Source: an optimization exercise on an open RTL-to-GDS flow (aim: small area, a short achievable clock period and few clock cycles per item). Production flows keep margins and buffers that such runs may drop. In this exercise RTL edits were held to simulation tests only and were not proved equivalent to the original.

## flow/design.v (module list and top-level ports; edited modules follow where they fit)
// module dot8: 2015 lines
// module a_transposer: 62 lines
// module b_buffer: 20 lines
// module row_encoder: 20 lines
// module eight_x_eight: 26 lines
// module out_queue: 54 lines
// module systolic_array_mat_mult_8x8: 101 lines
module systolic_array_mat_mult_8x8 (
    input logic clk,
    input logic rst,
    input logic start,
    output logic done,
    output logic ready,
    input logic a_valid,
    output logic a_ready,
    input logic [63:0] a_in,
    input logic b_valid,
    output logic b_ready,
    input logic [63:0] b_in,
    output logic c_valid,
    input logic c_ready,
    output logic [255:0] c_out
);
  // ...
==> flow/flow/run.sh <==
#!/bin/bash
# Layout flow: the standard flow, with one extra step after synthesis that
# removes redundant inverters around full adders (fixinv.py), and with repair
# aimed at a tighter setup margin than the default. The clock and SDC are the standard flow's.
set -euo pipefail
MARGIN=${MARGIN:-6.3}
LIB=$FLOW_HOME/platforms/sky130hd/lib/sky130_fd_sc_hd__tt_025C_1v80.lib
R=orfs/results/sky130hd/systolic_array_mat_mult_8x8/base

bash standard.sh SETUP_SLACK_MARGIN=$MARGIN synth > log_1_synth.txt 2>&1

# cells the netlist may use instead of their complements (not don't-use ones)
grep -o 'cell ("sky130_fd_sc_hd__[a-z0-9_]*")' $LIB | sed 's/cell ("//;s/")//' \
  | grep -v -e lpflow -e probe > avail_cells.txt
yosys -p "read_liberty -lib $LIB; read_verilog $R/1_2_yosys.v; write_json fix_in.json" > log_2_fix_read.txt 2>&1
python3 flow/fixinv.py fix_in.json fix_out.json avail_cells.txt > log_3_fixinv.txt 2>&1
cp $R/1_2_yosys.v synth_before_fix.v
yosys -p "read_liberty -lib $LIB; read_json fix_out.json; write_verilog -noattr -nohex -nodec $R/1_2_yosys.v" > log_4_fix_write.txt 2>&1
rm -f fix_in.json fix_out.json
rm -f $R/1_synth.odb $R/1_synth.sdc

bash standard.sh SETUP_SLACK_MARGIN=$MARGIN > log_5_layout.txt 2>&1
==> flow/flow/fixinv.py <==
#!/usr/bin/env python3
"""Remove redundant inverters around full adders in a mapped sky130 netlist.

A full adder is self-dual: complementing its three inputs complements both of
its outputs. Synthesis often maps adder trees with arbitrary polarity and puts
inverters between adders. This pass chooses, for every full adder, whether it
works on true or complemented signals, and for a few gate types whether to
use the complementary cell (and2/nand2, xor2/xnor2, ...), so that as few
signals as possible need an inverter. It then rebuilds the inverters: at most
one per signal. Flip-flops, ports and all other cells keep their function.

usage: fixinv.py in.json out.json   (yosys write_json / read_json format)
"""
import json, sys, re, collections

P = "sky130_fd_sc_hd__"
# complementary cell pairs (same inputs, output complemented)
PAIRS = [("and2", "nand2"), ("or2", "nor2"), ("xor2", "xnor2"), ("and3", "nand3"),
         ("or3", "nor3"), ("a21o", "a21oi"), ("o21a", "o21ai"), ("a22o", "a22oi"),
         ("o22a", "o22ai"), ("a211o", "a211oi"), ("o211a", "o211ai"), ("a31o", "a31oi"),
         ("o31a", "o31ai"), ("a221o", "a221oi"), ("a32o", "a32oi"), ("mux2", "mux2i"),
         ("and2b", "nand2b"), ("or2b", "nor2b"), ("xor3", "xnor3"), ("and4", "nand4"),
         ("or4", "nor4")]
COMP = {}
for a, b in PAIRS:
    COMP[a] = b
    COMP[b] = a

def split(t):
    m = re.match(P + r"(\w+?)_(\d+)$", t)
    return (m.group(1), m.group(2)) if m else (None, None)

def main():
    src, dst = sys.argv[1], sys.argv[2]
    d = json.load(open(src))
    mods = [n for n, m in d["modules"].items() if m.get("cells")]
    top = [n for n in mods if d["modules"][n].get("attributes", {}).get("top")]
    top = top[0] if top else mods[0]
    m = d["modules"][top]
    cells = m["cells"]
    cell_exists = set()
    # which cell names the library has, from the types present plus a fixed list
    libcells = set(c["type"] for c in cells.values())
    avail = set(l.strip() for l in open(sys.argv[3])) if len(sys.argv) > 3 else libcells

    port_bits_out = set()
    port_bits_in = set()
    for pn, p in m["ports"].items():
        for b in p["bits"]:
            if isinstance(b, int):
                (port_bits_out if p["direction"] == "output" else port_bits_in).add(b)

    drv = {}
    loads = collections.defaultdict(list)
    for cn, c in cells.items():
        for pin, bits in c["connections"].items():
            dirn = c["port_directions"][pin]
            for i, b in enumerate(bits):
                if not isinstance(b, int):
                    continue
                if dirn == "output":
                    drv[b] = (cn, pin)
                else:
                    loads[b].append((cn, pin, i))

    def is_inv(cn):
        t = cells[cn]["type"]
        return re.match(P + r"(clk)?inv_\d+$", t) is not None

    # transparent inverters: not driving a port
    trans = set()
    for cn, c in cells.items():
        if is_inv(cn):
            y = c["connections"]["Y"][0]
            if isinstance(y, int) and y not in port_bits_out:
                trans.add(cn)

    rootc = {}
    def root(b):
        if not isinstance(b, int):
            return (b, 0)
        if b in rootc:
            return rootc[b]
        chain = []
        x, p = b, 0
        while isinstance(x, int) and x in drv and drv[x][0] in trans:
            chain.append(x)
            x = cells[drv[x][0]]["connections"]["A"][0]
            p ^= 1
        res = (x, p)
        rootc[b] = res
        return res

    # variables
    var = {}
    kind = {}
    for cn, c in cells.items():
        base, size = split(c["type"])
        if base == "fa":
            var[cn] = len(var); kind[cn] = "fa"
        elif base in COMP:
            nb = P + COMP[base] + "_" + size
            alt = [t for t in avail if t.startswith(P + COMP[base] + "_")]
            if nb in avail or alt:
                var[cn] = len(var); kind[cn] = "sw"
    nv = len(var)
    x = [0] * nv

    def fout_var(b):
        # variable whose value complements root bit b, or None
        if isinstance(b, int) and b in drv:
            cn = drv[b][0]
            if cn in var:
                return var[cn]
        return None

    # pins: (root bit, parity, fin var or None, identity)
    pins = []
    for b, ls in loads.items():
        for (cn, pin, i) in ls:
            if cn in trans:
                continue
            r, p = root(b)
            fin = var[cn] if kind.get(cn) == "fa" else None
            pins.append((r, p, fin, (cn, pin, i)))
    for b in port_bits_out:
        # output port bit: its value must stay
        pass
    # group pins by root
    byroot = collections.defaultdict(list)
    for k, (r, p, fin, ident) in enumerate(pins):
        byroot[r].append(k)
    rootvar = {r: fout_var(r) for r in byroot}

    def need(k):
        r, p, fin, ident = pins[k]
        v = p
        fv = rootvar[r]
        if fv is not None:
            v ^= x[fv]
        if fin is not None:
            v ^= x[fin]
        return v

    def rcost(r):
        return 1 if any(need(k) for k in byroot[r]) else 0

    # roots touched by each variable
    touch = collections.defaultdict(set)
    for r, ks in byroot.items():
        if rootvar[r] is not None:
            touch[rootvar[r]].add(r)
        for k in ks:
            if pins[k][2] is not None:
                touch[pins[k][2]].add(r)

    # initial solution: parity union-find over constraints, adder-to-adder first
    parent = list(range(nv)); par = [0] * nv
    def find(a):
        if parent[a] == a:
            return a, 0
        ra, pa = find(parent[a])
        parent[a] = ra; par[a] ^= pa
        return ra, par[a]
    sys.setrecursionlimit(100000)
    edges = []
    for k, (r, p, fin, ident) in enumerate(pins):
        fv = rootvar[r]
        pr = 0 if (fv is not None and fin is not None and kind.get(ident[0]) == "fa") else 1
        edges.append((pr, fv, fin, p))
    # phase 1: join variables that should agree (edges between two variables)
    edges.sort(key=lambda e: e[0])
    for pr, fv, fin, p in edges:
        if fv is None or fin is None or fv == fin:
            continue
        ra, pa = find(fv); rb, pb = find(fin)
        if ra == rb:
            continue
        parent[rb] = ra; par[rb] = pa ^ pb ^ p
    # phase 2: each class takes the parity that most edges to fixed signals want
    vote = collections.Counter()
    for pr, fv, fin, p in edges:
        if (fv is None) == (fin is None):
            continue
        v = fv if fv is not None else fin
        rv, pv = find(v)
        vote[(rv, pv ^ p)] += 1
    for v in range(nv):
        rv, pv = find(v)
        cls_par = 1 if vote[(rv, 1)] > vote[(rv, 0)] else 0
        x[v] = pv ^ cls_par
    classes = collections.defaultdict(list)
    for v in range(nv):
        classes[find(v)[0]].append(v)
    total = sum(rcost(r) for r in byroot)
    print(f"variables {nv}, pins {len(pins)}, roots {len(byroot)}, inverters before {len(trans)}, after union-find {total}")
    # local search
    improved = True
    it = 0
    while improved and it < 20:
        improved = False
        it += 1
        for v in range(nv):
            rs = touch[v]
            before = sum(rcost(r) for r in rs)
            x[v] ^= 1
            after = sum(rcost(r) for r in rs)
            if after < before or (after == before and kind_pref(v, x, var, kind)):
                total += after - before
                improved = improved or after < before
            else:
                x[v] ^= 1
        for cl, vs in classes.items():
            if len(vs) < 2:
                continue
            rs = set()
            for v in vs:
                rs |= touch[v]
            before = sum(rcost(r) for r in rs)
            for v in vs:
                x[v] ^= 1
            after = sum(rcost(r) for r in rs)
            if after < before:
                total += after - before
                improved = True
            else:
                for v in vs:
                    x[v] ^= 1
    print(f"after local search {total}")

    # rebuild
    nextbit = [max([b for b in drv] + [b for b in port_bits_in] + [0]) + 1]
    newcells = {}
    invbit = {}
    ninv = 0
    for r, ks in byroot.items():
        for k in ks:
            rr, p, fin, (cn, pin, i) = pins[k]
            if need(k):
                if r not in invbit:
                    nb = nextbit[0]; nextbit[0] += 1
                    invbit[r] = nb
                    ninv += 1
                    newcells[f"fixinv_{ninv}"] = {
                        "hide_name": 0, "type": P + "inv_1", "parameters": {}, "attributes": {},
                        "port_directions": {"A": "input", "Y": "output"},
                        "connections": {"A": [r], "Y": [nb]}}
                cells[cn]["connections"][pin][i] = invbit[r]
            else:
                cells[cn]["connections"][pin][i] = r
    for cn in trans:
        del cells[cn]
    # swap complemented gates
    inv_var = {v: cn for cn, v in var.items()}
    nsw = 0
    for cn, v in var.items():
        if kind[cn] == "sw" and x[v]:
            c = cells[cn]
            base, size = split(c["type"])
            nbase = COMP[base]
            nt = P + nbase + "_" + size
            if nt not in avail:
                cand = sorted(t for t in avail if t.startswith(P + nbase + "_"))
                nt = cand[0]
            outpin = [p for p, dd in c["port_directions"].items() if dd == "output"][0]
            newpin = "Y" if outpin == "X" else "X"
            c["type"] = nt
            c["connections"][newpin] = c["connections"].pop(outpin)
            c["port_directions"][newpin] = c["port_directions"].pop(outpin)
            nsw += 1
    cells.update(newcells)
    nfa = sum(1 for cn, v in var.items() if kind[cn] == "fa" and x[v])
    print(f"inverters now {ninv}, flipped adders {nfa}, swapped gates {nsw}")
    # drop names of bits that no longer exist
    used = set()
    for c in cells.values():
        for bits in c["connections"].values():
            used.update(b for b in bits if isinstance(b, int))
    used |= port_bits_in | port_bits_out
    for nn in list(m["netnames"].keys()):
        bits = m["netnames"][nn]["bits"]
        if not any(isinstance(b, int) and b in used for b in bits):
            del m["netnames"][nn]
        elif any(isinstance(b, int) and b not in used for b in bits):
            m["netnames"][nn]["bits"] = [b if (not isinstance(b, int) or b in used) else "x" for b in bits]
    d["modules"] = {top: m}
    json.dump(d, open(dst, "w"))

def kind_pref(v, x, var, kind):
    return False

if __name__ == "__main__":
    main()
==> flow/standard.sh <==
#!/bin/bash
# synth_recipe.tcl (not shown) runs the flow's synth.tcl, then flattens the netlist and writes it again
# the make line also repeats each setting of config.mk as NAME=value (left out here)
make -C /OpenROAD-flow-scripts/flow DESIGN_CONFIG=/design/flow/config.mk WORK_HOME=/design/flow/orfs CLKGATE_MAP_FILE= SYNTH_SCRIPT=/design/flow/synth_recipe.tcl "${@:-finish}"
==> flow/config.mk <==
export PLATFORM = sky130hd
export DESIGN_NAME = systolic_array_mat_mult_8x8
export DESIGN_NICKNAME = systolic_array_mat_mult_8x8
export VERILOG_FILES = /design/flow/design.v
export SDC_FILE = /design/flow/constraint.sdc
export NUM_CORES = 4
export LEC_CHECK = 0
export CAP_MARGIN = 20
export CORE_MARGIN = 2
export CORE_UTILIZATION = 40
export GPL_ROUTABILITY_DRIVEN = 0
export GPL_TIMING_DRIVEN = 0
export SLEW_MARGIN = 20
==> flow/constraint.sdc <==
create_clock -name core_clock -period 10.0 [get_ports {clk}]
set_input_delay 2.0000 -clock core_clock [delete_from_list [all_inputs] [get_ports {clk}]]
set_output_delay 2.0000 -clock core_clock [all_outputs]
set_load 0.01 [all_outputs]
==> results by group, run 1 <==
Yosys
  • Synthesized instance count: between 15000 and 20000
  • Post-synthesis area per instance: 11.9 um2
  • Count of synthesis-stage warnings from yosys: 7
  • Cell Area, Synth: ~190000 um2
  • Synthesized netlist net count: 18600

Global route
  • Met3 GRT Util: about two fifths
  • Met1 usage in global routing: 47.9%
  • Largest net degree at the start of global routing: 91
  • GR met2 Demand/Resource: a little under three fifths
  • Global router's overall resource usage: approximately 48%
  • GR Overflow Total: 3
  • Peak-usage layer in the global routing report: met2

Clock tree
  • H-tree depth reported by CTS: 5
  • Post-cts resize count: about 4300
  • Post-CTS Setup Inserts: just under 400
  • Number of buffers inserted for hold repair after clock tree synthesis: 0
  • Total CTS buffers: 320
  • CTS Root Buffer Type: sky130_fd_sc_hd__clkbuf_16
  • Maximum clock path buffer count: 4

Floorplanning
  • Number of cell rows: 252
  • Die Y-Extent: approximately 700 um
  • Initial standard-cell utilization of the core: about two fifths
  • X dimension of the die: about 690 um
  • I/O pins: 395

Placed design
  • Inst Count DP: 22600
  • Cell Area, Placed: ~200000 um2
  • Worst setup slack before clock tree synthesis: roughly 2.9 ns
  • Half-perimeter wire length of the detailed placement result: between 800000 and 900000 um
  • Buffers added on ports: between 300 and 400

Status
  • First error line in the log: [ERROR GRT-0232] Routing congestion too high. Check the congestion heatmap in the GUI.
  • Halt point of the flow: 5_1_grt
  • Result of the run: aborted with a tool error
Testbench counts, summed over its fixed seeds: cycles 908, matrices 96.
==> module eight_x_eight, before the edit <==
module eight_x_eight (
    input  logic             clk,
    input  logic             load_row,    
    input  logic [63:0]      row,
    input  logic [7:0][63:0] b_act,       
    output logic [7:0][18:0] c_row        
);
    logic [31:0] neg_d, one_d, two_d;
    logic [31:0] neg_r, one_r, two_r;
    row_encoder enc (.row(row), .neg(neg_d), .one(one_d), .two(two_d));
    always_ff @(posedge clk) begin
        if (load_row) begin
            neg_r <= neg_d;
            one_r <= one_d;
            two_r <= two_d;
        end
    end
    for (genvar j = 0; j < 8; j++) begin : col
        dot8 dp (
            .clk(clk),
            .neg(neg_r), .one(one_r), .two(two_r),
            .b(b_act[j]),
            .y(c_row[j])
        );
    end
endmodule
==> module out_queue, before the edit <==
module out_queue (
    input  logic             clk,
    input  logic             rst,
    input  logic             in_valid,
    input  logic             in_first,    
    input  logic [7:0][18:0] in_data,
    input  logic             c_ready,
    output logic             c_valid,
    output logic             done,
    output logic [1:0]       used_n,      
    output logic [255:0]     c_out
);
    logic [2:0]            v, f;
    logic [2:0][7:0][18:0] e;
    logic                  take;
    logic [2:0]            vs, fs;        
    logic [2:0]            vn, fn;
    logic                  new_head;
    assign take = v[0] & c_ready;
    always_comb begin
        vs = take ? {1'b0, v[2:1]} : v;
        fs = take ? {1'b0, f[2:1]} : f;
        vn = vs;
        fn = fs;
        if (in_valid) begin
            if (!vs[0])      begin vn[0] = 1'b1; fn[0] = in_first; end
            else if (!vs[1]) begin vn[1] = 1'b1; fn[1] = in_first; end
            else             begin vn[2] = 1'b1; fn[2] = in_first; end
        end
        new_head = vn[0] & (take | ~v[0]);
    end
    always_ff @(posedge clk or posedge rst) begin
        if (rst) begin
            v    <= '0;
            f    <= '0;
            done <= 1'b0;
        end else begin
            v    <= vn;
            f    <= fn;
            done <= new_head & fn[0];
        end
    end
    always_ff @(posedge clk) begin
        if (take | ~v[0]) e[0] <= (take & v[1]) ? e[1] : in_data;
        if (take | ~v[1]) e[1] <= (take & v[2]) ? e[2] : in_data;
        if (take | ~v[2]) e[2] <= in_data;
    end
    assign c_valid = v[0];
    assign used_n  = {1'b0, vn[0]} + {1'b0, vn[1]} + {1'b0, vn[2]};
    always_comb begin
        for (int j = 0; j < 8; j++)
            c_out[32*j +: 32] = {{13{e[0][j][18]}}, e[0][j]};
    end
endmodule
==> module systolic_array_mat_mult_8x8, before the edit <==
module systolic_array_mat_mult_8x8 (
    input logic clk,
    input logic rst,
    input logic start,
    output logic done,
    output logic ready,
    input logic a_valid,
    output logic a_ready,
    input logic [63:0] a_in,
    input logic b_valid,
    output logic b_ready,
    input logic [63:0] b_in,
    output logic c_valid,
    input logic c_ready,
    output logic [255:0] c_out
);
    logic       loading, ready_r, ab_ready_r;
    logic [2:0] lcnt;                  
    logic       start_hs, push;
    logic       loading_n;
    logic       row_avail, row_first, pop;
    logic [63:0] row;
    logic       q_room_n;
    logic [3:0] stg_cnt, act_left;     
    logic [3:0] stg_cnt_n, act_left_n;
    logic       stg7, stg8, act0, act1;  
    logic       credit;                
    logic       swap;
    logic       s0_v, s0_first, s1_v, s1_first, xfer;
    logic [1:0] o_used_n;
    logic [7:0][63:0] b_act;
    logic [7:0][18:0] c_row;
    assign start_hs = start & ready_r;
    assign push     = a_valid & b_valid & ab_ready_r;
    assign xfer = s0_v & ~act0 & credit;
    assign pop  = row_avail & (~s0_v | xfer);
    assign swap = (stg8 | (stg7 & push)) & (act0 | (act1 & xfer));
    assign stg_cnt_n  = swap ? 4'd0 : stg_cnt + {3'd0, push};
    assign act_left_n = swap ? 4'd8 : act_left - {3'd0, xfer};
    assign loading_n = start_hs ? 1'b1 : ((push & (lcnt == 3'd7)) ? 1'b0 : loading);
    always_ff @(posedge clk or posedge rst) begin
        if (rst) begin
            loading    <= 1'b0;
            ready_r    <= 1'b1;
            ab_ready_r <= 1'b0;
            lcnt       <= '0;
            stg_cnt    <= '0;
            act_left   <= '0;
            stg7       <= 1'b0;
            stg8       <= 1'b0;
            act0       <= 1'b1;
            act1       <= 1'b0;
            credit     <= 1'b1;
            s0_v       <= 1'b0;
            s0_first   <= 1'b0;
            s1_v       <= 1'b0;
            s1_first   <= 1'b0;
        end else begin
            loading    <= loading_n;
            ready_r    <= ~loading_n;
            lcnt       <= lcnt + {2'd0, push};
            stg_cnt    <= stg_cnt_n;
            act_left   <= act_left_n;
            stg7       <= (stg_cnt_n == 4'd7);
            stg8       <= (stg_cnt_n == 4'd8);
            act0       <= (act_left_n == 4'd0);
            act1       <= (act_left_n == 4'd1);
            credit     <= ({1'b0, o_used_n} + {2'b0, xfer}) <= 3'd2;
            ab_ready_r <= loading_n & q_room_n & (stg_cnt_n != 4'd8);
            if (pop) begin
                s0_v     <= 1'b1;
                s0_first <= row_first;
            end else if (xfer) begin
                s0_v     <= 1'b0;
            end
            s1_v <= xfer;
            if (xfer) s1_first <= s0_first;
        end
    end
    assign ready   = ready_r;
    assign a_ready = ab_ready_r;
    assign b_ready = ab_ready_r;
    a_transposer atr (
        .clk(clk), .rst(rst),
        .push(push), .a_in(a_in),
        .pop(pop), .row_avail(row_avail), .row_first(row_first), .row(row),
        .room_n(q_room_n)
    );
    b_buffer bbuf (
        .clk(clk), .push(push), .b_in(b_in), .swap(swap), .act(b_act)
    );
    eight_x_eight dp (
        .clk(clk), .load_row(pop), .row(row), .b_act(b_act), .c_row(c_row)
    );
    out_queue oq (
        .clk(clk), .rst(rst),
        .in_valid(s1_v), .in_first(s1_first), .in_data(c_row),
        .c_ready(c_ready), .c_valid(c_valid), .done(done), .used_n(o_used_n),
        .c_out(c_out)
    );
endmodule
==> inputs of run 2 (changes only) <==
--- a/flow/design.v
+++ b/flow/design.v
@@ -1,15 +1,15 @@
 module dot8 (
   input  logic clk,
   input  logic [31:0] neg,
   input  logic [31:0] one,
   input  logic [31:0] two,
   input  logic [63:0] b,
-  output logic [18:0] y
+  output logic [19:0] y
 );
   logic p1;
   logic p2;
   logic p3;
   logic p4;
   logic p5;
   logic p6;
   logic p7;
@@ -1001,17 +1001,17 @@
   logic s993;
   logic c994;
   logic s995;
   logic c996;
   logic s997;
   logic c998;
   logic s999;
   logic c1000;
-  logic [18:0] r1, r2;
+  logic [19:0] r1, r2;
   assign p1 = ((b[0] & one[0])) ^ neg[0];
   assign p2 = ((b[1] & one[0]) | (b[0] & two[0])) ^ neg[0];
   assign p3 = ((b[2] & one[0]) | (b[1] & two[0])) ^ neg[0];
   assign p4 = ((b[3] & one[0]) | (b[2] & two[0])) ^ neg[0];
   assign p5 = ((b[4] & one[0]) | (b[3] & two[0])) ^ neg[0];
   assign p6 = ((b[5] & one[0]) | (b[4] & two[0])) ^ neg[0];
   assign p7 = ((b[6] & one[0]) | (b[5] & two[0])) ^ neg[0];
   assign p8 = ((b[7] & one[0]) | (b[6] & two[0])) ^ neg[0];
@@ -2004,18 +2004,18 @@
     m864 <= s773;
     m865 <= c682;
     m866 <= c684;
     m867 <= c686;
     m868 <= c770;
     m869 <= c772;
     m870 <= c774;
   end
-  assign r1 = {1'b1, c966, c998, c996, c994, c992, c990, c988, c986, c984, c982, c980, c978, c976, c974, c972, c970, c968, s933};
-  assign r2 = {1'b0, c1000, s999, s997, s995, s993, s991, s989, s987, s985, s983, s981, s979, s977, s975, s973, s971, s969, s967};
+  assign r1 = {1'b1, 1'b1, c966, c998, c996, c994, c992, c990, c988, c986, c984, c982, c980, c978, c976, c974, c972, c970, c968, s933};
+  assign r2 = {1'b0, 1'b0, c1000, s999, s997, s995, s993, s991, s989, s987, s985, s983, s981, s979, s977, s975, s973, s971, s969, s967};
   assign y = r1 + r2;
 endmodule
 module a_transposer (
     input  logic        clk,
     input  logic        rst,
     input  logic        push,       
     input  logic [63:0] a_in,
     input  logic        pop,        
@@ -2115,17 +2115,17 @@
         end
     end
 endmodule
 module eight_x_eight (
     input  logic             clk,
     input  logic             load_row,    
     input  logic [63:0]      row,
     input  logic [7:0][63:0] b_act,       
-    output logic [7:0][18:0] c_row        
+    output logic [7:0][19:0] c_row        
 );
     logic [31:0] neg_d, one_d, two_d;
     logic [31:0] neg_r, one_r, two_r;
     row_encoder enc (.row(row), .neg(neg_d), .one(one_d), .two(two_d));
     always_ff @(posedge clk) begin
         if (load_row) begin
             neg_r <= neg_d;
             one_r <= one_d;
@@ -2141,63 +2141,67 @@
         );
     end
 endmodule
 module out_queue (
     input  logic             clk,
     input  logic             rst,
     input  logic             in_valid,
     input  logic             in_first,    
-    input  logic [7:0][18:0] in_data,
+    input  logic [7:0][19:0] in_data,     
     input  logic             c_ready,
+    input  logic             s1_v,        
+    output logic             credit,      
     output logic             c_valid,
     output logic             done,
-    output logic [1:0]       used_n,      
     output logic [255:0]     c_out
 );
-    logic [2:0]            v, f;
-    logic [2:0][7:0][18:0] e;
+    logic [1:0]            v, f;
+    logic [1:0][7:0][19:0] e;
     logic                  take;
-    logic [2:0]            vs, fs;        
-    logic [2:0]            vn, fn;
+    logic [1:0]            vs, fs;        
+    logic [1:0]            vn, fn;
     logic                  new_head;
+    logic                  c_a, c_b;      
     assign take = v[0] & c_ready;
     always_comb begin
-        vs = take ? {1'b0, v[2:1]} : v;
-        fs = take ? {1'b0, f[2:1]} : f;
+        vs = take ? {1'b0, v[1]} : v;
+        fs = take ? {1'b0, f[1]} : f;
         vn = vs;
         fn = fs;
         if (in_valid) begin
-            if (!vs[0])      begin vn[0] = 1'b1; fn[0] = in_first; end
-            else if (!vs[1]) begin vn[1] = 1'b1; fn[1] = in_first; end
-            else             begin vn[2] = 1'b1; fn[2] = in_first; end
+            if (!vs[0]) begin vn[0] = 1'b1; fn[0] = in_first; end
+            else        begin vn[1] = 1'b1; fn[1] = in_first; end
         end
         new_head = vn[0] & (take | ~v[0]);
     end
+    assign credit = c_a | (c_b & c_ready);
     always_ff @(posedge clk or posedge rst) begin
         if (rst) begin
             v    <= '0;
             f    <= '0;
             done <= 1'b0;
+            c_a  <= 1'b1;
+            c_b  <= 1'b0;
         end else begin
             v    <= vn;
             f    <= fn;
             done <= new_head & fn[0];
+            c_a  <= ~vn[0] | (~vn[1] & ~s1_v);
+            c_b  <= (~vn[1] & s1_v) | (vn[1] & ~s1_v);
         end
     end
     always_ff @(posedge clk) begin
         if (take | ~v[0]) e[0] <= (take & v[1]) ? e[1] : in_data;
-        if (take | ~v[1]) e[1] <= (take & v[2]) ? e[2] : in_data;
-        if (take | ~v[2]) e[2] <= in_data;
+        if (take | ~v[1]) e[1] <= in_data;
     end
     assign c_valid = v[0];
-    assign used_n  = {1'b0, vn[0]} + {1'b0, vn[1]} + {1'b0, vn[2]};
     always_comb begin
         for (int j = 0; j < 8; j++)
-            c_out[32*j +: 32] = {{13{e[0][j][18]}}, e[0][j]};
+            c_out[32*j +: 32] = {{6{e[0][j][18]}}, {7{e[0][j][19]}}, e[0][j][18:0]};
     end
 endmodule
 module systolic_array_mat_mult_8x8 (
     input logic clk,
     input logic rst,
     input logic start,
     output logic done,
     output logic ready,
@@ -2219,19 +2223,18 @@
     logic [63:0] row;
     logic       q_room_n;
     logic [3:0] stg_cnt, act_left;     
     logic [3:0] stg_cnt_n, act_left_n;
     logic       stg7, stg8, act0, act1;  
     logic       credit;                
     logic       swap;
     logic       s0_v, s0_first, s1_v, s1_first, xfer;
-    logic [1:0] o_used_n;
     logic [7:0][63:0] b_act;
-    logic [7:0][18:0] c_row;
+    logic [7:0][19:0] c_row;
     assign start_hs = start & ready_r;
     assign push     = a_valid & b_valid & ab_ready_r;
     assign xfer = s0_v & ~act0 & credit;
     assign pop  = row_avail & (~s0_v | xfer);
     assign swap = (stg8 | (stg7 & push)) & (act0 | (act1 & xfer));
     assign stg_cnt_n  = swap ? 4'd0 : stg_cnt + {3'd0, push};
     assign act_left_n = swap ? 4'd8 : act_left - {3'd0, xfer};
     assign loading_n = start_hs ? 1'b1 : ((push & (lcnt == 3'd7)) ? 1'b0 : loading);
@@ -2242,32 +2245,30 @@
             ab_ready_r <= 1'b0;
             lcnt       <= '0;
             stg_cnt    <= '0;
             act_left   <= '0;
             stg7       <= 1'b0;
             stg8       <= 1'b0;
             act0       <= 1'b1;
             act1       <= 1'b0;
-            credit     <= 1'b1;
             s0_v       <= 1'b0;
             s0_first   <= 1'b0;
             s1_v       <= 1'b0;
             s1_first   <= 1'b0;
         end else begin
             loading    <= loading_n;
             ready_r    <= ~loading_n;
             lcnt       <= lcnt + {2'd0, push};
             stg_cnt    <= stg_cnt_n;
             act_left   <= act_left_n;
             stg7       <= (stg_cnt_n == 4'd7);
             stg8       <= (stg_cnt_n == 4'd8);
             act0       <= (act_left_n == 4'd0);
             act1       <= (act_left_n == 4'd1);
-            credit     <= ({1'b0, o_used_n} + {2'b0, xfer}) <= 3'd2;
             ab_ready_r <= loading_n & q_room_n & (stg_cnt_n != 4'd8);
             if (pop) begin
                 s0_v     <= 1'b1;
                 s0_first <= row_first;
             end else if (xfer) begin
                 s0_v     <= 1'b0;
             end
             s1_v <= xfer;
@@ -2287,12 +2288,13 @@
         .clk(clk), .push(push), .b_in(b_in), .swap(swap), .act(b_act)
     );
     eight_x_eight dp (
         .clk(clk), .load_row(pop), .row(row), .b_act(b_act), .c_row(c_row)
     );
     out_queue oq (
         .clk(clk), .rst(rst),
         .in_valid(s1_v), .in_first(s1_first), .in_data(c_row),
-        .c_ready(c_ready), .c_valid(c_valid), .done(done), .used_n(o_used_n),
+        .c_ready(c_ready), .s1_v(xfer), .credit(credit),
+        .c_valid(c_valid), .done(done),
         .c_out(c_out)
     );
 endmodule
--- a/flow/flow/run.sh
+++ b/flow/flow/run.sh
@@ -1,14 +1,14 @@
 #!/bin/bash
 # Layout flow: the standard flow, with one extra step after synthesis that
 # removes redundant inverters around full adders (fixinv.py), and with repair
 # aimed at a tighter setup margin than the default. The clock and SDC are the standard flow's.
 set -euo pipefail
-MARGIN=${MARGIN:-6.3}
+MARGIN=${MARGIN:-5.9}
 LIB=$FLOW_HOME/platforms/sky130hd/lib/sky130_fd_sc_hd__tt_025C_1v80.lib
 R=orfs/results/sky130hd/systolic_array_mat_mult_8x8/base
 
 bash standard.sh SETUP_SLACK_MARGIN=$MARGIN synth > log_1_synth.txt 2>&1
 
 # cells the netlist may use instead of their complements (not don't-use ones)
 grep -o 'cell ("sky130_fd_sc_hd__[a-z0-9_]*")' $LIB | sed 's/cell ("//;s/")//' \
   | grep -v -e lpflow -e probe > avail_cells.txt
==> flow/config.mk (replaced) <==
export PLATFORM = sky130hd
export DESIGN_NAME = systolic_array_mat_mult_8x8
export DESIGN_NICKNAME = systolic_array_mat_mult_8x8
export VERILOG_FILES = /design/flow/design.v
export SDC_FILE = /design/flow/constraint.sdc
export NUM_CORES = 4
export LEC_CHECK = 0
export CAP_MARGIN = 20
export CORE_MARGIN = 2
export CORE_UTILIZATION = 35
export GPL_ROUTABILITY_DRIVEN = 1
export GPL_TIMING_DRIVEN = 1
export PLACE_DENSITY = 0.45
export SLEW_MARGIN = 20
==> run 2 against run 1 <==
Net effect: the run now finishes clean; synthesized cell count fell by 3.2%; area after synthesis shrank 3.2%.
==> results by group, run 2 <==
Layout
  • Total Nets Final: 17600
  • Final Core Density: 39.9%
  • Most frequent standard cell in the layout excluding fill and tap cells: sky130_fd_sc_hd__nand2_1
  • Share of final-layout standard cells stronger than drive strength 1: roughly an eighth
  • Number of fill cells: around 50000
  • Commonest non-fill, non-tap cells in the layout: sky130_fd_sc_hd__nand2_1, sky130_fd_sc_hd__fa_1, sky130_fd_sc_hd__xnor2_1
  • Cell Count, Final, Fillers Out: ~22000
  • Biggest regs: atr.r: 512 flops, bbuf.act: 512 flops, bbuf.stg: 512 flops
  • Post-synthesis to final-layout area growth: 13.5%

STA
  • Min Tclk post-route: 4.26 ns
  • Final critical-path share of the clock period: between 40% and 50%
  • Worst max-slew margin expressed relative to the limit: roughly 17%
  • Setup violation total in the final timing report: 0
  • Slew of the pin with the lowest slew margin: around 1.2 ns
  • Hold Slack: around 0.43 ns
  • F_max: 235 MHz
  • Final worst clock skew: between 0.1 and 0.15 ns
  • Slack of the critical path: between 5 and 6 ns
  • Unrepaired setup endpoints after global routing: true
  • Final Max Tran Viols: 0
  • Final Hold Violating Endpoints: 0

Worst setup path
  • Start-to-end type of the worst setup path: flip-flop to flip-flop
  • Launching element type of the critical path: flip-flop
  • Data arrival time of the critical path: 4.97 ns
  • Worst R2R Path Depth: 11
  • Data required, critical path: about 11 ns
  • Critical Path Fanout Max: 4
  • Type of element capturing the critical path: flip-flop

Global route
  • Antenna violations before repair: 80
  • Global router's overall resource usage: a little under a third
  • GR Overflow Total: 0
  • Via count of the first global-routing pass: about 130k
  • Largest net degree at the start of global routing: 160
  • Wire length of the first global-routing pass: about 1100000 um

Clock tree
  • Register clock-pin slew on the reported worst setup and hold paths: about 0.06 ns
  • Clock tree from TritonCTS: done
  • H-tree depth reported by CTS: 5 (unchanged)
  • Total CTS buffers: 330 (was 320)
  • Insertion delay to the later sink of the worst-skew pair: approximately 1.0 ns
  • Maximum clock path buffer count: 4 (unchanged)
  • Count of clock tree sinks: approximately 2800
  • CTS Root Buffer Type: sky130_fd_sc_hd__clkbuf_16 (unchanged)

Status
  • Result of the run: finished clean (was aborted with a tool error)

Yosys
  • Synthesized netlist net count: 18100 (was 18600)
  • Post-synthesis area per instance: 11.9 um2 (about the same)
  • Cell Area, Synth: 183000 um2 (was 189000 um2)
  • Count of synthesis-stage warnings from yosys: 7 (unchanged)
  • Synthesized instance count: 15400 (was 15900)

Floorplanning
  • X dimension of the die: 728 um (was 692 um)
  • CORE AREA: 521000 um2
  • Number of cell rows: 265 (was 252)
  • Initial standard-cell utilization of the core: 35.2% (was 40.2%)
  • Die Y-Extent: 728 um (was 692 um)
  • Die footprint: 530000 um2
  • I/O pins: 395 (unchanged)

Placed design
  • Worst setup slack before clock tree synthesis: 3.57 ns (was 2.91 ns)
  • Buffers added on ports: 394 (was 393)
  • Placer's final routability congestion estimate: just under 1
  • Half-perimeter wire length of the detailed placement result: 614000 um (was 814000 um)
  • Inst Count DP: 21300 (was 22600)

Route
  • Antenna viol nets, final: 0
  • Drt via density: slightly below 6
  • Post-detailed-routing wire length: 871000 um
  • Iteration-0 DRC count of the detailed router: 17800
  • # DRC: 0
  • Detailed-route via count: 129000
  • Drt first pass iters: 9
  • Final routed wire length divided by cell count: 39.2 um

Hold path
  • Worst hold path type: flip-flop to flip-flop
  • Worst hold path depth: 2

Job
  • Number of max-capacitance violations reported: 0
-- run 2: timing repair --
| action | in CTS | in global routing |
|---|---|---|
| buffers inserted | 95 | 64 |
| hold buffers | 0 | 0 |
| endpoints found under the setup margin | 2135 | 453 |
| gates cloned | 18 | 17 |
| resized for setup | 590 | 309 |
| pin swaps | 76 | 134 |
-- run 2: cell type report --
class	count	area, um2	area share [%]
repair buffers	873	10500	5.02
flip-flops and latches	2769	70100	33.7
multi-input cells	10800	107000	51.3
repair inverters	2	17.5	0.00842
inverters	183	742	0.357
clock inverters	163	1760	0.846
diodes	82	205	0.0986
well taps	6942	8690	4.17
clock buffers	448	9310	4.47
-- run 2: layer usage --
layer | up-vias | global-route usage [%] | routed length, um
li1 | 51100 | - | -
met5 | - | 0.0363 | 382
met3 | 2277 | 8.07 | 89800
met1 | 67200 | 40.9 | 338000
met2 | 8831 | 46.7 | 371000
met4 | 22 | 21.7 | 72600
-- run 2: path summary, 6_finish.rpt --
kind                                           startpoint                     to  slack [ns]
worst max register to register  dp.col[5].dp.m823$_DFF_P_    oq.e[118]$_DFFE_PN_        5.74
worst max-delay path            dp.col[5].dp.m823$_DFF_P_    oq.e[118]$_DFFE_PN_        5.74
min in group asynchronous                             rst      oq.v[1]$_DFF_PP0_        1.49
worst min-delay path                bbuf.stg[473]$_DFF_P_  bbuf.stg[409]$_DFF_P_        0.43
worst min register to register      bbuf.stg[473]$_DFF_P_  bbuf.stg[409]$_DFF_P_        0.43
max in group asynchronous                             rst   atr.mode$_DFFE_PP0P_        7.87
-- run 2: stage by stage --
| stage | instance area [um2] | TNS [ns] |
|---|---|---|
| 2_1_floorplan | 183000 | -203.63 |
| 3_3_place_gp | 191000 | 0 |
| 3_5_place_dp | 191000 | 0 |
| 4_1_cts | 206000 | 0 |
| 5_1_grt | 208000 | 0 |
| 6_report | 208000 | 0 |
-- run 2: critical path, cell delays in order, from the launching register on --
cell and delay, ns:
sky130_fd_sc_hd__dfxtp_1 0.31, sky130_fd_sc_hd__fa_1 0.57, sky130_fd_sc_hd__fa_1 0.45, sky130_fd_sc_hd__fa_1 0.54
sky130_fd_sc_hd__ha_2 0.32, sky130_fd_sc_hd__a21oi_2 0.21, sky130_fd_sc_hd__o21ai_2 0.13, sky130_fd_sc_hd__a31o_2 0.28
sky130_fd_sc_hd__a2111oi_4 0.42, sky130_fd_sc_hd__o31ai_4 0.13, sky130_fd_sc_hd__o21a_1 0.23, sky130_fd_sc_hd__o31ai_4 0.42
Testbench counts of run 2, summed over its fixed seeds: cycles 908, matrices 96.
==> inputs of run 3 (changes only) <==
--- a/flow/flow/run.sh
+++ b/flow/flow/run.sh
@@ -5,3 +5,3 @@
 set -euo pipefail
-MARGIN=${MARGIN:-5.9}
+MARGIN=${MARGIN:-5.6}
 LIB=$FLOW_HOME/platforms/sky130hd/lib/sky130_fd_sc_hd__tt_025C_1v80.lib
==> run 3 against run 2 <==
Net effect: highest routed layer unchanged; via count is 2.4% lower; critical path type unchanged; worst setup slack worse by 0.25 ns.
==> results by group, run 3 <==
Status
  • Result of the run: finished clean (unchanged)

Yosys
  • Count of synthesis-stage warnings from yosys: 7 (unchanged)
  • Synthesized netlist net count: 18100 (unchanged)
  • Cell Area, Synth: 183000 um2 (unchanged)
  • Post-synthesis area per instance: 11.9 um2 (unchanged)
  • Synthesized instance count: 15400 (unchanged)

Worst setup path
  • Type of element capturing the critical path: flip-flop (unchanged)
  • Cells along the critical path: buf_4 -> buf_6 -> a22oi_1 -> xnor2_1 -> fa_1 -> fa_1 -> fa_1 -> fa_1 -> fa_1 (was fa_1 -> fa_1 -> fa_1 -> ha_2 -> a21oi_2 -> o21ai_2 -> a31o_2 -> a2111oi_4 -> o31ai_4 -> o21a_1 -> o31ai_4)
  • CP max-delay cell: sky130_fd_sc_hd__fa_1 (unchanged)
  • Data required, critical path: 10.87 ns (was 10.71 ns)
  • Family with the most delay on the worst path: adder cells (unchanged)
  • Largest stage delay, worst path: 0.72 ns (was 0.57 ns)
  • Launching element type of the critical path: flip-flop (unchanged)
  • Combined buffer and inverter count along the critical path: 2 (was 0)
  • Data arrival time of the critical path: 5.39 ns (was 4.97 ns)
  • Start-to-end type of the worst setup path: flip-flop to flip-flop (unchanged)
  • Setup slack of the worst register-to-register path: 5.48 ns (was 5.74 ns)
  • Most used cell, CP: sky130_fd_sc_hd__fa_1 (unchanged)
  • Critical Path Fanout Max: 21 (was 4)

Floorplanning
  • I/O pins: 395 (unchanged)
  • X dimension of the die: 728 um (unchanged)
  • Die footprint: 530000 um2 (unchanged)
  • Die Y-Extent: 728 um (unchanged)
  • Initial standard-cell utilization of the core: 35.2% (unchanged)
  • Number of cell rows: 265 (unchanged)
  • CORE AREA: 521000 um2 (unchanged)

STA
  • Final critical-path share of the clock period: 45.2% (was 42.6%)
  • Worst max-slew margin expressed relative to the limit: 6.60% (was 17.5%)
  • F_max: 221 MHz (was 235 MHz)
  • Slew of the pin with the lowest slew margin: 1.40 ns (was 1.24 ns)
  • Final worst clock skew: 0.0934 ns (was 0.108 ns)
  • Final Hold Violating Endpoints: 0 (unchanged)
  • Min Tclk post-route: 4.52 ns (was 4.26 ns)
  • Hold Slack: 0.437 ns (was 0.428 ns)
  • Unrepaired setup endpoints after global routing: true (unchanged)
  • Setup violation total in the final timing report: 0 (unchanged)
  • Final Max Tran Viols: 0 (unchanged)
  • Slack of the critical path: 5.48 ns (was 5.74 ns)

Hold path
  • Worst hold path type: flip-flop to flip-flop (unchanged)

Route
  • Antenna viol nets, final: 0 (unchanged)
  • Drt via density: 5.72 (was 5.82)
  • # DRC: 0 (unchanged)
  • Iteration-0 DRC count of the detailed router: 16200 (was 17800)
  • Drt first pass iters: 7 (was 9)
  • Final routed wire length divided by cell count: 37.8 um (was 39.2 um)
  • Detailed-route via count: 126000 (was 129000)
  • Post-detailed-routing wire length: 835000 um (was 871000 um)

Layout
  • Biggest regs: atr.r: 512 flops, bbuf.act: 512 flops, bbuf.stg: 512 flops (unchanged)
  • Share of final-layout standard cells stronger than drive strength 1: 11.0% (was 13.0%)
  • Total Nets Final: 17500 (was 17600)
  • Cell Count, Final, Fillers Out: 22100 (was 22200)
  • Post-synthesis to final-layout area growth: 11.2% (was 13.5%)
  • Commonest non-fill, non-tap cells in the layout: sky130_fd_sc_hd__nand2_1, sky130_fd_sc_hd__fa_1, sky130_fd_sc_hd__xnor2_1 (unchanged)
  • Most frequent standard cell in the layout excluding fill and tap cells: sky130_fd_sc_hd__nand2_1 (unchanged)

Clock tree
  • Count of clock tree sinks: 2769 (unchanged)
  • CTS Root Buffer Type: sky130_fd_sc_hd__clkbuf_16 (unchanged)
  • Register clock-pin slew on the reported worst setup and hold paths: 0.06 ns (about the same)
  • Clock tree from TritonCTS: done (unchanged)
  • Total CTS buffers: 328 (was 330)
  • H-tree depth reported by CTS: 5 (unchanged)
  • Maximum clock path buffer count: 4 (unchanged)
  • Insertion delay to the later sink of the worst-skew pair: 1.05 ns (was 1.04 ns)
  • Number of buffers inserted for hold repair after clock tree synthesis: 0 (unchanged)

Global route
  • Largest net degree at the start of global routing: 175 (was 160)
  • Via count of the first global-routing pass: 129000 (was 130000)
  • Wire length of the first global-routing pass: 1120000 um (was 1140000 um)
  • Global router's overall resource usage: 30.9% (was 31.7%)
  • Antenna violations before repair: 79 (was 80)
  • GR Overflow Total: 0 (unchanged)

Placed design
  • Half-perimeter wire length of the detailed placement result: 608000 um (was 614000 um)
  • Placer's final routability congestion estimate: 0.968 (was 0.962)
  • Inst Count DP: 21300 (about the same)
  • Worst setup slack before clock tree synthesis: 2.86 ns (was 3.57 ns)
  • Buffers added on ports: 394 (unchanged)

Job
  • Number of max-capacitance violations reported: 0 (unchanged)
[run 3: layout make-up]
type	count	area, um2
fillers	50200	317000
multi-input cells	10800	105000
flip-flops and latches	2769	70100
clock buffers	436	9140
well taps	6942	8690
repair buffers	736	7620
clock inverters	173	1950
inverters	183	724
diodes	61	153
repair inverters	1	8.76
[run 3: per-layer routing]
| layer | share of wire [%] | GRT usage (%) | up-vias |
|---|---|---|---|
| met2 | 43 | 46.0 | 7897 |
| met1 | 39 | 39.4 | 65300 |
| met4 | 8.5 | 21.3 | 56 |
| li1 | - | - | 50800 |
| met3 | 9.8 | 7.94 | 2216 |
| met5 | 0.048 | 0 | - |
[run 3: through the flow]
stage / instance area, um2 / utilization [%] / TNS, ns
3_3_place_gp: 191000 / 36.6 / 0
4_1_cts: 203000 / 39.0 / 0
2_1_floorplan: 183000 / - / -203.63
3_5_place_dp: 191000 / 36.6 / 0
5_1_grt: 204000 / 39.1 / 0
6_report: 204000 / 39.1 / 0
[run 3: repair_timing]
item                                    4_1_cts  5_1_grt
pin swaps                                     7       10
gates cloned                                  4        0
gates resized for setup                     143      134
endpoints found under the hold margin         0        0
endpoints found under the setup margin     1681      363
setup buffers                                39       14
[run 3: path summary, 6_finish.rpt]
path	from	to	cells past startpoint
max in group asynchronous	rst	atr.mode$_DFFE_PP0P_	3
setup reg to reg	dp.one_r[1]$_DFFE_PP_	dp.col[4].dp.m834$_DFF_P_	9
hold / removal	bbuf.stg[401]$_DFF_P_	bbuf.stg[337]$_DFF_P_	2
hold reg to reg	bbuf.stg[401]$_DFF_P_	bbuf.stg[337]$_DFF_P_	2
setup / recovery	dp.one_r[1]$_DFFE_PP_	dp.col[4].dp.m834$_DFF_P_	9
min in group asynchronous	rst	lcnt[0]$_DFF_PP0_	3
[run 3: worst reg2reg max path: stages, from the launching register on]
cell and delay, ns:
sky130_fd_sc_hd__edfxtp_1 0.35, sky130_fd_sc_hd__buf_4 0.46, sky130_fd_sc_hd__buf_6 0.42, sky130_fd_sc_hd__a22oi_1 0.16
sky130_fd_sc_hd__xnor2_1 0.19, sky130_fd_sc_hd__fa_1 0.57, sky130_fd_sc_hd__fa_1 0.49, sky130_fd_sc_hd__fa_1 0.51
sky130_fd_sc_hd__fa_1 0.55, sky130_fd_sc_hd__fa_1 0.72
==> inputs of run 4 (changes only) <==
--- a/flow/flow/run.sh
+++ b/flow/flow/run.sh
@@ -5,3 +5,3 @@
 set -euo pipefail
-MARGIN=${MARGIN:-5.6}
+MARGIN=${MARGIN:-5.75}
 LIB=$FLOW_HOME/platforms/sky130hd/lib/sky130_fd_sc_hd__tt_025C_1v80.lib
==> run 4 against run 3 <==
Net effect: global-route usage down 0.11 points; non-clock buffer count grew 49; critical path depth is 2 higher; design area is 0.77% higher; core utilization grew 0.30 points; die area unchanged.
==> results by group, run 4 <==
Global route
  • Global router's overall resource usage: 30.8% (was 30.9%)
  • Wire length of the first global-routing pass: 1120000 um (about the same)
  • Via count of the first global-routing pass: 129000 (about the same)
  • GR Overflow Total: 0 (unchanged)
  • Antenna violations before repair: 71 (was 79)
  • Largest net degree at the start of global routing: 180 (was 175)

Floorplanning
  • I/O pins: 395 (unchanged)
  • CORE AREA: 521000 um2 (unchanged)
  • Number of cell rows: 265 (unchanged)
  • X dimension of the die: 728 um (unchanged)
  • Die footprint: 530000 um2 (unchanged)
  • Initial standard-cell utilization of the core: 35.2% (unchanged)
  • Die Y-Extent: 728 um (unchanged)

Route
  • Antenna viol nets, final: 0 (unchanged)
  • Drt via density: 5.68 (was 5.72)
  • Iteration-0 DRC count of the detailed router: 16300 (was 16200)
  • Post-detailed-routing wire length: 833000 um (was 835000 um)
  • Final routed wire length divided by cell count: 37.7 um (was 37.8 um)
  • # DRC: 0 (unchanged)
  • Detailed-route via count: 126000 (about the same)
  • Drt first pass iters: 6 (was 7)

Layout
  • Post-synthesis to final-layout area growth: 12.0% (was 11.2%)
  • Commonest non-fill, non-tap cells in the layout: sky130_fd_sc_hd__nand2_1, sky130_fd_sc_hd__fa_1, sky130_fd_sc_hd__xnor2_1 (unchanged)
  • Cell Count, Final, Fillers Out: 22100 (about the same)
  • Most frequent standard cell in the layout excluding fill and tap cells: sky130_fd_sc_hd__nand2_1 (unchanged)
  • Number of fill cells: 50300 (was 50200)
  • Share of final-layout standard cells stronger than drive strength 1: 11.7% (was 11.0%)
  • Total Nets Final: 17500 (about the same)
  • Biggest regs: atr.r: 512 flops, bbuf.act: 512 flops, bbuf.stg: 512 flops (unchanged)
  • Finished Cell Area: 205000 um2 (was 204000 um2)

STA
  • Final critical-path share of the clock period: 43.5% (was 45.2%)
  • Worst max-slew margin expressed relative to the limit: 11.9% (was 6.60%)
  • Slew of the pin with the lowest slew margin: 1.31 ns (was 1.40 ns)
  • Hold Slack: 0.445 ns (was 0.437 ns)
  • Unrepaired setup endpoints after global routing: true (unchanged)
  • Min Tclk post-route: 4.35 ns (was 4.52 ns)
  • F_max: 230 MHz (was 221 MHz)
  • Final Hold Violating Endpoints: 0 (unchanged)
  • Setup violation total in the final timing report: 0 (unchanged)
  • Final worst clock skew: 0.0971 ns (was 0.0934 ns)
  • Final Max Tran Viols: 0 (unchanged)

Placed design
  • Buffers added on ports: 394 (unchanged)
  • Cell Area, Placed: 191000 um2 (about the same)
  • Inst Count DP: 21400 (was 21300)
  • Placer's final routability congestion estimate: 0.957 (was 0.968)
  • Half-perimeter wire length of the detailed placement result: 613000 um (was 608000 um)

Clock tree
  • Register clock-pin slew on the reported worst setup and hold paths: 0.06 ns (about the same)
  • Clock tree from TritonCTS: done (unchanged)
  • Total CTS buffers: 329 (was 328)
  • Number of buffers inserted for hold repair after clock tree synthesis: 0 (unchanged)
  • Maximum clock path buffer count: 4 (unchanged)
  • Insertion delay to the later sink of the worst-skew pair: 1.05 ns (about the same)
  • CTS Root Buffer Type: sky130_fd_sc_hd__clkbuf_16 (unchanged)
  • H-tree depth reported by CTS: 5 (unchanged)
  • Count of clock tree sinks: 2769 (unchanged)

Worst setup path
  • Launching element type of the critical path: flip-flop (unchanged)
  • Data required, critical path: 10.69 ns (was 10.87 ns)
  • Worst R2R Path Depth: 11 (was 9)
  • Start-to-end type of the worst setup path: flip-flop to flip-flop (unchanged)
  • Reg2Reg Launch Point: dp.col[4].dp.m783$_DFF_P_ (was dp.one_r[1]$_DFFE_PP_)
  • Setup slack of the worst register-to-register path: 5.65 ns (was 5.48 ns)
  • Data arrival time of the critical path: 5.04 ns (was 5.39 ns)
  • Type of element capturing the critical path: flip-flop (unchanged)
  • Critical Path Fanout Max: 3 (was 21)
  • RR Endpoint: oq.e[99]$_DFFE_PN_ (was dp.col[4].dp.m834$_DFF_P_)
  • Worst Setup SP: dp.col[4].dp.m783$_DFF_P_ (was dp.one_r[1]$_DFFE_PP_)
  • Crit path capture: oq.e[99]$_DFFE_PN_ (was dp.col[4].dp.m834$_DFF_P_)

Hold path
  • Worst hold path depth: 2 (unchanged)
  • Worst hold path type: flip-flop to flip-flop (unchanged)

Status
  • Result of the run: finished clean (unchanged)

Yosys
  • Count of synthesis-stage warnings from yosys: 7 (unchanged)
  • Post-synthesis area per instance: 11.9 um2 (unchanged)
  • Synthesized instance count: 15400 (unchanged)
  • Cell Area, Synth: 183000 um2 (unchanged)
  • Synthesized netlist net count: 18100 (unchanged)

Job
  • Number of max-capacitance violations reported: 0 (unchanged)
-- run 4: worst min-delay path by stage --
stage	start	endpoint
after global routing	bbuf.stg[42]$_DFF_P_	bbuf.stg[42]$_DFF_P_
after floorplan	loading$_DFF_PP0_	ready_r$_DFF_PP1_
final	bbuf.stg[40]$_DFF_P_	bbuf.stg[40]$_DFF_P_
after detailed placement	bbuf.stg[19]$_DFF_P_	bbuf.stg[19]$_DFF_P_
after global placement	bbuf.stg[44]$_DFF_P_	bbuf.stg[44]$_DFF_P_
after CTS	bbuf.stg[59]$_DFF_P_	bbuf.stg[59]$_DFF_P_
-- run 4: what timing repair did --
action,in CTS,in global routing
gates cloned,6,2
pin swaps,21,51
gates resized for setup,306,228
endpoints found under the setup margin,1412,238
buffers inserted,42,33
-- run 4: metal layers --
metal  up-vias  track usage (%)  share of wire, %
met5         -                0             0.027
met2      7789             45.9                43
li1      50900                -                 -
met4        30             21.2               8.4
met3      2017             7.95               9.8
met1     65000             39.3                39
-- run 4: metrics by stage --
step	worst slack (ns)	util, %	setup TNS [ns]
floorplan	-1.14	-	-203.63
global placement	3.43	36.6	0
detailed placement	3.39	36.6	0
CTS	5.70	39.1	0
global route	5.57	39.4	0
finish	5.65	39.4	0
-- run 4: critical path, stage by stage, from the launching register on --
cell	delay [ns]
sky130_fd_sc_hd__dfxtp_2	0.32
sky130_fd_sc_hd__fa_1	0.55
sky130_fd_sc_hd__fa_1	0.44
sky130_fd_sc_hd__fa_2	0.64
sky130_fd_sc_hd__ha_4	0.22
sky130_fd_sc_hd__a211oi_4	0.29
sky130_fd_sc_hd__o21a_1	0.21
sky130_fd_sc_hd__o211ai_1	0.26
sky130_fd_sc_hd__nand4b_1	0.23
sky130_fd_sc_hd__a31o_2	0.21
sky130_fd_sc_hd__a21boi_4	0.09
sky130_fd_sc_hd__o31ai_4	0.58
-- run 4: cell type report --
| class | instances | area [um2] | area share, % |
|---|---|---|---|
| clock buffer | 433 | 9210 | 4.48 |
| timing repair inverter | 1 | 8.76 | 0.00426 |
| clock inverter | 173 | 1910 | 0.932 |
| antenna | 60 | 150 | 0.0731 |
| multi-input combinational | 10800 | 106000 | 51.6 |
| timing repair buffer | 785 | 8630 | 4.20 |
| inverter | 183 | 721 | 0.351 |
| tap | 6942 | 8690 | 4.23 |
| sequential | 2769 | 70100 | 34.1 |
==> inputs of run 5 (changes only) <==
--- a/flow/flow/run.sh
+++ b/flow/flow/run.sh
@@ -5,3 +5,3 @@
 set -euo pipefail
-MARGIN=${MARGIN:-5.75}
+MARGIN=${MARGIN:-5.9}
 LIB=$FLOW_HOME/platforms/sky130hd/lib/sky130_fd_sc_hd__tt_025C_1v80.lib
--- a/flow/config.mk
+++ b/flow/config.mk
@@ -9,6 +9,6 @@
 export CORE_MARGIN = 2
-export CORE_UTILIZATION = 35
+export CORE_UTILIZATION = 40
 export GPL_ROUTABILITY_DRIVEN = 1
 export GPL_TIMING_DRIVEN = 1
-export PLACE_DENSITY = 0.45
+export PLACE_DENSITY = 0.5
 export SLEW_MARGIN = 20
==> run 5 against run 4 <==
Net effect: register-to-register slack gained 0.03 ns; critical path type unchanged; sequential cell count is the same; fmax grew 0.68%.
==> results by group, run 5 <==
STA
  • Final Hold Violating Endpoints: 0 (unchanged)
  • Slew of the pin with the lowest slew margin: 1.26 ns (was 1.31 ns)
  • Hold Slack: 0.428 ns (was 0.445 ns)
  • Worst max-slew margin expressed relative to the limit: 16.0% (was 11.9%)
  • Unrepaired setup endpoints after global routing: true (unchanged)
  • Final Max Tran Viols: 0 (unchanged)
  • Setup violation total in the final timing report: 0 (unchanged)
  • Final critical-path share of the clock period: 43.2% (was 43.5%)
  • Slack of the critical path: 5.68 ns (was 5.65 ns)
  • Min Tclk post-route: 4.32 ns (was 4.35 ns)
  • F_max: 231 MHz (was 230 MHz)
  • Final worst clock skew: 0.0848 ns (was 0.0971 ns)

Layout
  • Cell Count, Final, Fillers Out: 21300 (was 22100)
  • Share of final-layout standard cells stronger than drive strength 1: 12.6% (was 11.7%)
  • Area of combinational cells with multiple inputs: 107000 um2 (was 106000 um2)
  • Post-synthesis to final-layout area growth: 12.1% (was 12.0%)
  • Number of fill cells: 42200 (was 50300)
  • Commonest non-fill, non-tap cells in the layout: sky130_fd_sc_hd__nand2_1, sky130_fd_sc_hd__fa_1, sky130_fd_sc_hd__xnor2_1 (unchanged)
  • Biggest regs: atr.r: 512 flops, bbuf.act: 512 flops, bbuf.stg: 512 flops (unchanged)
  • Total Nets Final: 17500 (about the same)
  • Storage element area: 70100 um2 (about the same)
  • Most frequent standard cell in the layout excluding fill and tap cells: sky130_fd_sc_hd__nand2_1 (unchanged)

Route
  • Detailed-route via count: 130000 (was 126000)
  • Drt via density: 6.11 (was 5.68)
  • Final routed wire length divided by cell count: 39.8 um (was 37.7 um)
  • Post-detailed-routing wire length: 849000 um (was 833000 um)
  • Drt first pass iters: 7 (was 6)
  • Antenna viol nets, final: 0 (unchanged)
  • # DRC: 0 (unchanged)
  • Iteration-0 DRC count of the detailed router: 20300 (was 16300)

Worst setup path
  • Type of element capturing the critical path: flip-flop (unchanged)
  • CP max-delay cell: sky130_fd_sc_hd__o311ai_4 (was sky130_fd_sc_hd__fa_2)
  • Reg2Reg Launch Point: dp.col[7].dp.m775$_DFF_P_ (was dp.col[4].dp.m783$_DFF_P_)
  • Largest stage delay, worst path: 0.60 ns (was 0.64 ns)
  • Launching element type of the critical path: flip-flop (unchanged)
  • Start-to-end type of the worst setup path: flip-flop to flip-flop (unchanged)
  • Critical Path Fanout Max: 3 (unchanged)
  • Cells along the critical path: fa_2 -> fa_1 -> fa_1 -> ha_1 -> a21o_1 -> a21oi_2 -> buf_4 -> o21bai_1 -> a21oi_1 -> o21bai_1 -> o311ai_4 (was fa_1 -> fa_1 -> fa_2 -> ha_4 -> a211oi_4 -> o21a_1 -> o211ai_1 -> nand4b_1 -> a31o_2 -> a21boi_4 -> o31ai_4)
  • Worst Setup SP: dp.col[7].dp.m775$_DFF_P_ (was dp.col[4].dp.m783$_DFF_P_)
  • Data arrival time of the critical path: 5.02 ns (was 5.04 ns)
  • Data required, critical path: 10.70 ns (was 10.69 ns)

Floorplanning
  • Die footprint: 464000 um2 (was 530000 um2)
  • Die Y-Extent: 681 um (was 728 um)
  • I/O pins: 395 (unchanged)
  • Initial standard-cell utilization of the core: 40.2% (was 35.2%)
  • Number of cell rows: 248 (was 265)
  • CORE AREA: 456000 um2 (was 521000 um2)
  • X dimension of the die: 681 um (was 728 um)

Clock tree
  • Count of clock tree sinks: 2769 (unchanged)
  • Maximum clock path buffer count: 4 (unchanged)
  • Clock tree from TritonCTS: done (unchanged)
  • Register clock-pin slew on the reported worst setup and hold paths: 0.06 ns (about the same)
  • Total CTS buffers: 318 (was 329)
  • Number of buffers inserted for hold repair after clock tree synthesis: 0 (unchanged)
  • CTS Root Buffer Type: sky130_fd_sc_hd__clkbuf_16 (unchanged)
  • H-tree depth reported by CTS: 5 (unchanged)
  • Insertion delay to the later sink of the worst-skew pair: 1.04 ns (was 1.05 ns)

Global route
  • Wire length of the first global-routing pass: 1130000 um (was 1120000 um)
  • Via count of the first global-routing pass: 131000 (was 129000)
  • Largest net degree at the start of global routing: 201 (was 180)
  • Global router's overall resource usage: 35.8% (was 30.8%)
  • Antenna violations before repair: 94 (was 71)
  • GR Overflow Total: 0 (unchanged)

Yosys
  • Synthesized instance count: 15400 (unchanged)
  • Count of synthesis-stage warnings from yosys: 7 (unchanged)
  • Synthesized netlist net count: 18100 (unchanged)
  • Post-synthesis area per instance: 11.9 um2 (unchanged)
  • Cell Area, Synth: 183000 um2 (unchanged)

Placed design
  • Buffers added on ports: 394 (unchanged)
  • Placer's final routability congestion estimate: 0.992 (was 0.957)
  • Worst setup slack before clock tree synthesis: 3.51 ns (was 3.39 ns)
  • Inst Count DP: 20500 (was 21400)
  • Half-perimeter wire length of the detailed placement result: 590000 um (was 613000 um)

Status
  • Result of the run: finished clean (unchanged)

Hold path
  • Worst hold path type: flip-flop to flip-flop (unchanged)
  • Source of the worst hold timing path: loading$_DFF_PP0_ (was bbuf.stg[40]$_DFF_P_)

Job
  • Number of max-capacitance violations reported: 0 (unchanged)
-- run 5: path summary, 6_finish.rpt --
| path | endpoint | slack, ns | depth (start not counted) |
|---|---|---|---|
| min in group asynchronous | s0_v$_DFFE_PP0P_ | 1.56 | 3 |
| worst max register to register | oq.e[147]$_DFFE_PN_ | 5.68 | 11 |
| worst min-delay path | ready_r$_DFF_PP1_ | 0.43 | 1 |
| worst max-delay path | oq.e[147]$_DFFE_PN_ | 5.68 | 11 |
| worst min register to register | ready_r$_DFF_PP1_ | 0.43 | 1 |
| max in group asynchronous | atr.mode$_DFFE_PP0P_ | 7.75 | 3 |
-- run 5: metrics by stage --
stage                     util (%)  instance area (um2)  setup TNS [ns]
after floorplan                  -               183000         -203.63
after global placement        41.6               190000               0
after detailed placement      41.6               190000               0
after CTS                     44.6               203000               0
after global routing          45.0               205000               0
final                         45.0               206000               0
-- run 5: timing repair --
item                                     CTS  global route
endpoints found under the setup margin  2070           882
gates cloned                              12             6
setup buffers                             82            60
gates resized for setup                  440           320
pin swaps                                 66           139
-- run 5: final cells by class --
type	count	share of cell area, %
repair inverters	2	0.00852
clock inverters	151	0.752
well taps	6125	3.73
diodes	69	0.0840
inverters	183	0.372
clock buffers	432	4.31
flip-flops and latches	2769	34.1
repair buffers	820	4.55
multi-input cells	10800	52.1
-- run 5: layer usage --
metal	global-route usage [%]	routed length (um)	vias up	share of wire (%)
li1	-	-	50900	-
met1	45.4	314000	66800	37
met2	50.7	349000	10000	41
met3	12.8	112000	2547	13
met4	24.6	73300	44	8.6
met5	0.573	1130	-	0.13
-- run 5: worst max-delay path, delay by kind of cell, from the launching register on --
kind / cells / cell delay (ns)
adder cells (fa/ha/maj): 4 / 1.83
flip-flops: 1 / 0.32
AO/OA/AOI/OAI: 6 / 1.68
buffers and inverters: 1 / 0.17

[afterwards: timing with drivers on the ports]
The flow's constraints put no driver on any port. The routed layouts listed below were extracted and timed again, unchanged, in two steps. Step 1: set_driving_cell puts a clkbuf_16 on clk and a buf_2 on each other input, an assumption about the parent block. Step 2 also shifts input and output timing later by t, the mid clock arrival at the registers, as if the neighbouring blocks saw the same clock. Slacks: ideal ports / drivers / drivers and shift; pairs: ideal ports / drivers.
| run | t, ns | setup WS [ns] | hold slack, ns | worst slew at a driven data input, ns |
|---|---|---|---|---|
| run 2 | 1.115 | 5.739 / 5.739 / 4.978 | 0.428 / 0.428 / 0.428 | 0.12 |
| run 3 | 1.121 | 5.484 / 5.484 / 4.556 | 0.437 / 0.437 / 0.437 | 0.24 |
| run 4 | 1.133 | 5.650 / 5.614 / 4.927 | 0.445 / 0.445 / 0.445 | 0.05 |
| run 5 | 1.118 | 5.680 / 5.680 / 4.916 | 0.428 / 0.428 / 0.428 | 0.25 |
After both steps setup and hold are still met in every run listed. For run 3, which loses most, drivers alone change the setup slack by 0.000 ns; drivers and shift together by -0.928 ns.
